From an optimization exercise on the open Yosys and OpenROAD flow, aimed at small area and few clock cycles per item; shortcuts taken in it are not production practice. Function was checked by simulation only, so behaviour that the tests miss may differ from the original. No driver is modelled on the clock port, so clock power and skew are understated where the tree is cut down; a real chip needs a root buffer or a tree. Power figures rest on the tool's default switching activity, not on a simulated workload.

## Q
// sdram
module sdram #(parameter FREQ = 50000000) (
  input  logic clk,
  input  logic reset,
  input  logic        read,
  input  logic        write,
  input  logic [1:0]  wr_strb,
  input  logic [25:0] addr,   
  output logic        cmd_ready,
  input  logic [15:0] data_write,
  output logic [15:0] data_read,
  output logic        data_read_val,
  output logic        sdram_cs,         
  output logic [1:0]  sdram_bank,       
  output logic [12:0] sdram_addr,       
  output logic        sdram_ras,        
  output logic        sdram_cas,        
  output logic        sdram_we,         
  input  logic [15:0] sdram_data_in,    
  output logic [15:0] sdram_data_out,   
  output logic        sdram_drive_data  
);
Size: about 220 cells after synthesis, about 120 I/O pins.
==> flow/config.mk <==
export PLATFORM = sky130hd
export DESIGN_NAME = sdram
export DESIGN_NICKNAME = sdram
export VERILOG_FILES = /design/flow/design.v
export SDC_FILE = /design/flow/constraint.sdc
export NUM_CORES = 4
export LEC_CHECK = 0
export CAP_MARGIN = 20
export CORE_MARGIN = 2
export CORE_UTILIZATION = 40
export SLEW_MARGIN = 20
==> flow/constraint.sdc <==
create_clock -name core_clock -period 20.0 [get_ports {clk}]
set_input_delay 4.0000 -clock core_clock [delete_from_list [all_inputs] [get_ports {clk}]]
set_output_delay 4.0000 -clock core_clock [all_outputs]
set_load 0.01 [all_outputs]
standard.sh (not shown) runs the stock make flow with config.mk's settings and CLKGATE_MAP_FILE= SYNTH_SCRIPT=/design/flow/synth_recipe.tcl, a recipe that flattens the netlist after the stock synthesis.
==> flow/flow/run.sh <==
#!/bin/bash
export BUFFER_PORTS_ARGS="-buffer_cell sky130_fd_sc_hd__buf_1"
export CTS_ARGS="-sink_clustering_enable -repair_clock_nets -dont_use_dummy_load -root_buf sky130_fd_sc_hd__clkbuf_8 -buf_list sky130_fd_sc_hd__clkbuf_8 -sink_clustering_size 100 -sink_clustering_max_diameter 500 -sink_clustering_levels 1"
bash standard.sh > standard.log 2>&1
Q finished every stage and its layout cleared the timing, DRC and antenna checks.
Testbench counts of Q, summed over its fixed seeds: cycles 41,391, items 24,000.
Relative to Q, the following input files were edited for P:
==> flow/flow/run.sh <==
#!/bin/bash
# Standard layout, with port buffers of the smallest buffer cell and a
# clock tree of small buffers without dummy loads.
export BUFFER_PORTS_ARGS="-buffer_cell sky130_fd_sc_hd__buf_1"
export CTS_ARGS="-sink_clustering_enable -repair_clock_nets -dont_use_dummy_load -root_buf sky130_fd_sc_hd__clkbuf_4 -buf_list sky130_fd_sc_hd__clkbuf_4 -sink_clustering_size 40 -sink_clustering_max_diameter 300"
bash standard.sh > standard.log 2>&1
Findings:
P has less setup slack than Q.
Share of power burned in registers for P: 4.7 points up relative to Q
Looking at arrival time at the worst endpoint, P sits 20 ps above Q.
From P to Q, multi-input logic cell count did not move at all.
When the final numbers for Q and P were put side by side, the net switching power turned out to be smaller in P.

========
the baseline:
The RTL this note starts from:
==> flow/design.v <==
module sdram #(parameter FREQ = 50000000) (
  input  logic clk,
  input  logic reset,
  input  logic        read,
  input  logic        write,
  input  logic [1:0]  wr_strb,
  input  logic [25:0] addr,   
  output logic        cmd_ready,
  input  logic [15:0] data_write,
  output logic [15:0] data_read,
  output logic        data_read_val,
  output logic        sdram_cs,         
  output logic [1:0]  sdram_bank,       
  output logic [12:0] sdram_addr,       
  output logic        sdram_ras,        
  output logic        sdram_cas,        
  output logic        sdram_we,         
  input  logic [15:0] sdram_data_in,    
  output logic [15:0] sdram_data_out,   
  output logic        sdram_drive_data  
);
  localparam [2:0] CMD_NOP     = 3'b111;
  localparam [2:0] CMD_ACTIVE  = 3'b011;
  localparam [2:0] CMD_READ    = 3'b101;
  localparam [2:0] CMD_WRITE   = 3'b100;
  localparam [2:0] CMD_PRECHG  = 3'b010;
  localparam [2:0] CMD_AUTOREF = 3'b001;
  localparam [2:0] CMD_MRS     = 3'b000;
  localparam [12:0] MODE = 13'h0223;
  logic        h_chip;
  logic [1:0]  h_bank;
  logic [12:0] h_row;
  logic [9:0]  h_col;
  assign {h_chip, h_bank, h_row, h_col} = addr;
  localparam [8:0] A_TAPS  = 9'b100100011;
  localparam [8:0] A_RESET = 9'd133;
  localparam [8:0] A_START = 9'd207;
  localparam [4:0] B_TAPS  = 5'b10010;
  localparam [4:0] B_RESET = 5'd15;
  localparam [4:0] B_INIT  = 5'd1;
  logic [8:0]  tmr_a;
  logic [4:0]  tmr_b;
  logic        win;
  logic        init_done;
  logic        ob_v;
  logic [2:0]  ob_bank;     
  logic [12:0] ob_row;
  logic [1:0]  act_sh;      
  logic        pre_last;    
  logic [1:0]  rd_sh;       
  logic win_start, win_end, seq_cmd;
  assign win_start = (tmr_a == A_START) & (init_done | (tmr_b == B_INIT));
  assign win_end = tmr_a[0] & tmr_a[3];
  assign seq_cmd = win & tmr_a[6];
  logic req, hit, do_rd, do_wr, do_pre, do_act, host_ok;
  assign req = read | write;
  assign host_ok = req & init_done & ~win;
  assign hit = ob_v & (ob_bank == {h_chip, h_bank}) & (ob_row == h_row);
  assign do_rd  = host_ok & hit & read & ~act_sh[0];
  assign do_wr  = host_ok & hit & write & ~act_sh[0] & (rd_sh == 2'b00);
  assign do_pre = host_ok & ~hit & ob_v & (act_sh == 2'b00);
  assign do_act = host_ok & ~ob_v & ~(pre_last & (ob_bank == {h_chip, h_bank}));
  assign cmd_ready = do_rd | do_wr;
  logic [2:0] cmd;
  assign {sdram_ras, sdram_cas, sdram_we} = cmd;
  always_comb begin
    cmd = CMD_NOP;
    if (seq_cmd)
      cmd = tmr_a[4] ? CMD_PRECHG : init_done ? CMD_AUTOREF : CMD_MRS;
    else if (do_pre)
      cmd = CMD_PRECHG;
    else if (do_act)
      cmd = CMD_ACTIVE;
    else if (do_rd)
      cmd = CMD_READ;
    else if (do_wr)
      cmd = CMD_WRITE;
    if (win) begin
      sdram_cs = ~tmr_a[0];
      sdram_bank = 2'b00;
      sdram_addr = {2'b00, tmr_a[4], MODE[9:0]};    
    end else if (ob_v) begin
      {sdram_cs, sdram_bank} = ob_bank;
      sdram_addr = {wr_strb & {2{write}}, 1'b0, h_col};
    end else begin
      {sdram_cs, sdram_bank} = {h_chip, h_bank};
      sdram_addr = h_row;
    end
  end
  assign sdram_drive_data = do_wr;
  assign sdram_data_out = data_write;
  assign data_read = sdram_data_in;
  assign data_read_val = rd_sh[1];
  always_ff @(posedge clk) begin
    if (reset) begin
      tmr_a <= A_RESET;
      tmr_b <= B_RESET;
      win <= 1'b0;
      init_done <= 1'b0;
      ob_v <= 1'b0;
      rd_sh <= 2'b00;
    end else begin
      rd_sh <= {rd_sh[0], do_rd};
      tmr_a <= {tmr_a[7:0], ^(tmr_a & A_TAPS)};
      tmr_b <= {tmr_b[3:0], ^(tmr_b & B_TAPS)};
      if (win_start)
        win <= 1'b1;
      else if (win_end)
        win <= 1'b0;
      if (win & win_end)
        init_done <= 1'b1;
      if (seq_cmd || do_pre)
        ob_v <= 1'b0;
      else if (do_act)
        ob_v <= 1'b1;
    end
    act_sh <= {act_sh[0], do_act};
    pre_last <= do_pre;
    if (!ob_v) begin
      ob_bank <= {h_chip, h_bank};
      ob_row <= h_row;
    end
  end
endmodule
export LEC_CHECK = 0
export CAP_MARGIN = 20
export CORE_MARGIN = 2
export CORE_UTILIZATION = 40
export SLEW_MARGIN = 20
create_clock -name core_clock -period 20.0 [get_ports {clk}]
==> flow/flow/run.sh <==
#!/bin/bash
# The standard layout (standard.sh) with three changes:
#  - synthesis maps logic with an area-oriented abc script (flow/area.abc),
#    through flow/abc_area.tcl sourced ahead of synth_recipe.tcl;
#  - port buffers use the smallest buffer cell;
#  - the clock tree is a few equal buffers fed by the clock port, each
#    driving a group of nearby flip-flops (flow/clock_leaves.tcl, run as
#    ORFS's PRE_CTS_TCL hook in place of clock_tree_synthesis).
set -euo pipefail
here=$(pwd)
cat flow/abc_area.tcl synth_recipe.tcl > my_synth.tcl
sed "s#SYNTH_SCRIPT=[^ ]*#SYNTH_SCRIPT=$here/my_synth.tcl#" standard.sh > my_standard.sh
export MY_ABC_SCRIPT=$here/flow/area.abc
export BUFFER_PORTS_ARGS="-buffer_cell sky130_fd_sc_hd__buf_1"
export PRE_CTS_TCL=$here/flow/clock_leaves.tcl
export MY_CLOCK_LEAVES=3
export MY_CLOCK_BUFFER=sky130_fd_sc_hd__buf_6
bash my_standard.sh > standard.log 2>&1
==> flow/flow/clock_leaves.tcl <==
# Clock tree in place of clock_tree_synthesis (run as ORFS's PRE_CTS_TCL
# hook; clock_tree_synthesis, which cts.tcl calls next, is made a no-op).
# The flip-flops are split into MY_CLOCK_LEAVES groups by position (k-means);
# each group gets one buffer of type MY_CLOCK_BUFFER at its centroid, driving
# its clock pins.  The clock port drives only these few buffers, all alike,
# so every flip-flop sees the same single buffer delay.
proc clock_tree_synthesis {args} {
  puts "clock_tree_synthesis skipped: clock leaves already placed"
}
set k $::env(MY_CLOCK_LEAVES)
set master [[ord::get_db] findMaster $::env(MY_CLOCK_BUFFER)]
set block [ord::get_db_block]
set clknet [$block findNet clk]
set sinks {}
set xs {}
set ys {}
foreach it [$clknet getITerms] {
  set b [[$it getInst] getBBox]
  lappend sinks $it
  lappend xs [expr {([$b xMin] + [$b xMax]) / 2.0}]
  lappend ys [expr {([$b yMin] + [$b yMax]) / 2.0}]
}
set n [llength $sinks]
# initial centres: sinks spread in order of x + y
set order [lsort -real -indices [lmap x $xs y $ys {expr {$x + $y}}]]
set cx {}
set cy {}
for {set c 0} {$c < $k} {incr c} {
  set i [lindex $order [expr {int(($c + 0.5) * $n / $k)}]]
  lappend cx [lindex $xs $i]
  lappend cy [lindex $ys $i]
}
for {set iter 0} {$iter < 50} {incr iter} {
  set asg {}
  for {set i 0} {$i < $n} {incr i} {
    set best 0
    set bd 1e30
    for {set c 0} {$c < $k} {incr c} {
      set d [expr {abs([lindex $xs $i] - [lindex $cx $c]) + abs([lindex $ys $i] - [lindex $cy $c])}]
      if {$d < $bd} { set bd $d; set best $c }
    }
    lappend asg $best
  }
  for {set c 0} {$c < $k} {incr c} {
    set sx 0.0; set sy 0.0; set m 0
    for {set i 0} {$i < $n} {incr i} {
      if {[lindex $asg $i] == $c} {
        set sx [expr {$sx + [lindex $xs $i]}]
        set sy [expr {$sy + [lindex $ys $i]}]
        incr m
      }
    }
    if {$m > 0} {
      lset cx $c [expr {$sx / $m}]
      lset cy $c [expr {$sy / $m}]
    }
  }
}
for {set c 0} {$c < $k} {incr c} {
  set net [odb::dbNet_create $block clknet_leaf_$c]
  $net setSigType CLOCK
  set buf [odb::dbInst_create $block $master clkbuf_leaf_$c]
  [$buf findITerm A] connect $clknet
  [$buf findITerm X] connect $net
  $buf setLocation [expr {int([lindex $cx $c])}] [expr {int([lindex $cy $c])}]
  $buf setPlacementStatus PLACED
  set m 0
  for {set i 0} {$i < $n} {incr i} {
    if {[lindex $asg $i] == $c} {
      set it [lindex $sinks $i]
      $it disconnect
      $it connect $net
      incr m
    }
  }
  puts "clock leaf $c: $::env(MY_CLOCK_BUFFER) drives $m clock pins"
}
Other scripts of this flow, unchanged in this note and not shown: flow/flow/abc_area.tcl, flow/flow/area.abc
Testbench counts of the baseline, summed over its fixed seeds: cycles 41,548, items 24,000.
Here is what was changed in the inputs of the candidate compared with the baseline.
--- a/flow/flow/run.sh
+++ b/flow/flow/run.sh
@@ -14,5 +14,5 @@
 export BUFFER_PORTS_ARGS="-buffer_cell sky130_fd_sc_hd__buf_1"
 export PRE_CTS_TCL=$here/flow/clock_leaves.tcl
-export MY_CLOCK_LEAVES=3
-export MY_CLOCK_BUFFER=sky130_fd_sc_hd__buf_6
+export MY_CLOCK_LEAVES=4
+export MY_CLOCK_BUFFER=sky130_fd_sc_hd__buf_4
 bash my_standard.sh > standard.log 2>&1
--- a/flow/flow/clock_leaves.tcl
+++ b/flow/flow/clock_leaves.tcl
@@ -1,5 +1,6 @@
 # Clock tree in place of clock_tree_synthesis (run as ORFS's PRE_CTS_TCL
 # hook; clock_tree_synthesis, which cts.tcl calls next, is made a no-op).
-# The flip-flops are split into MY_CLOCK_LEAVES groups by position (k-means);
+# The flip-flops are split into MY_CLOCK_LEAVES groups of near-equal size by
+# position (k-means with a size cap);
 # each group gets one buffer of type MY_CLOCK_BUFFER at its centroid, driving
 # its clock pins.  The clock port drives only these few buffers, all alike,
@@ -31,14 +32,23 @@
   lappend cy [lindex $ys $i]
 }
-for {set iter 0} {$iter < 50} {incr iter} {
-  set asg {}
+# k-means with a cap of ceil(n / k) pins per group: each round assigns the
+# (sink, centre) pairs in order of distance, then moves each centre to the
+# centroid of its group
+set cap [expr {($n + $k - 1) / $k}]
+for {set iter 0} {$iter < 30} {incr iter} {
+  set pairs {}
   for {set i 0} {$i < $n} {incr i} {
-    set best 0
-    set bd 1e30
     for {set c 0} {$c < $k} {incr c} {
-      set d [expr {abs([lindex $xs $i] - [lindex $cx $c]) + abs([lindex $ys $i] - [lindex $cy $c])}]
-      if {$d < $bd} { set bd $d; set best $c }
+      lappend pairs [list [expr {abs([lindex $xs $i] - [lindex $cx $c]) + abs([lindex $ys $i] - [lindex $cy $c])}] $i $c]
     }
-    lappend asg $best
+  }
+  set asg [lrepeat $n -1]
+  set cnt [lrepeat $k 0]
+  foreach p [lsort -real -index 0 $pairs] {
+    lassign $p d i c
+    if {[lindex $asg $i] < 0 && [lindex $cnt $c] < $cap} {
+      lset asg $i $c
+      lset cnt $c [expr {[lindex $cnt $c] + 1}]
+    }
   }
   for {set c 0} {$c < $k} {incr c} {
- Looking at the candidate and the baseline, the count of nets left with antenna violations after detail routing is a wash.
- In the candidate, total chip power is lower than in the baseline.
- Compare the candidate and the baseline | number of global-route vias before repair higher: the candidate
- The candidate against the baseline: final area about even, global-route usage over all layers held steady, final non-filler cell total higher, minimum period implied by the final worst setup slack climbed 0.014 ns.
- Diff the candidate..the baseline | total number of tap cells | negligible
In every run of this note, the design's own scripts or RTL, not TritonCTS, make the clock network.

[separate check: timing with driven ports]
No port has a modelled driver above. Below, the same layouts with a new extraction and two added sets of constraints.
Step 1: set_driving_cell puts a clkbuf_16 on clk and a buf_2 on each other input, an assumption about the parent block.
Step 2 also shifts input and output timing later by t, the mid clock arrival at the registers, as if the neighbouring blocks saw the same clock.
a / b / c = ideal / step 1 / step 2; a / b = the first two.
run	t, ns	setup slack, ns	worst setup path at the end	worst register clock-pin slew, ns
Q	0.311	10.352 / 10.330 / 10.330	input to output	0.07 / 0.07
P	0.357	10.329 / 10.307 / 10.307	input to output	0.11 / 0.11
the baseline	0.167	9.705 / 9.678 / 9.678	input to output	0.11 / 0.11
the candidate	0.168	9.692 / 9.665 / 9.665	input to output	0.09 / 0.09
After both steps setup and hold are still met in every run listed.
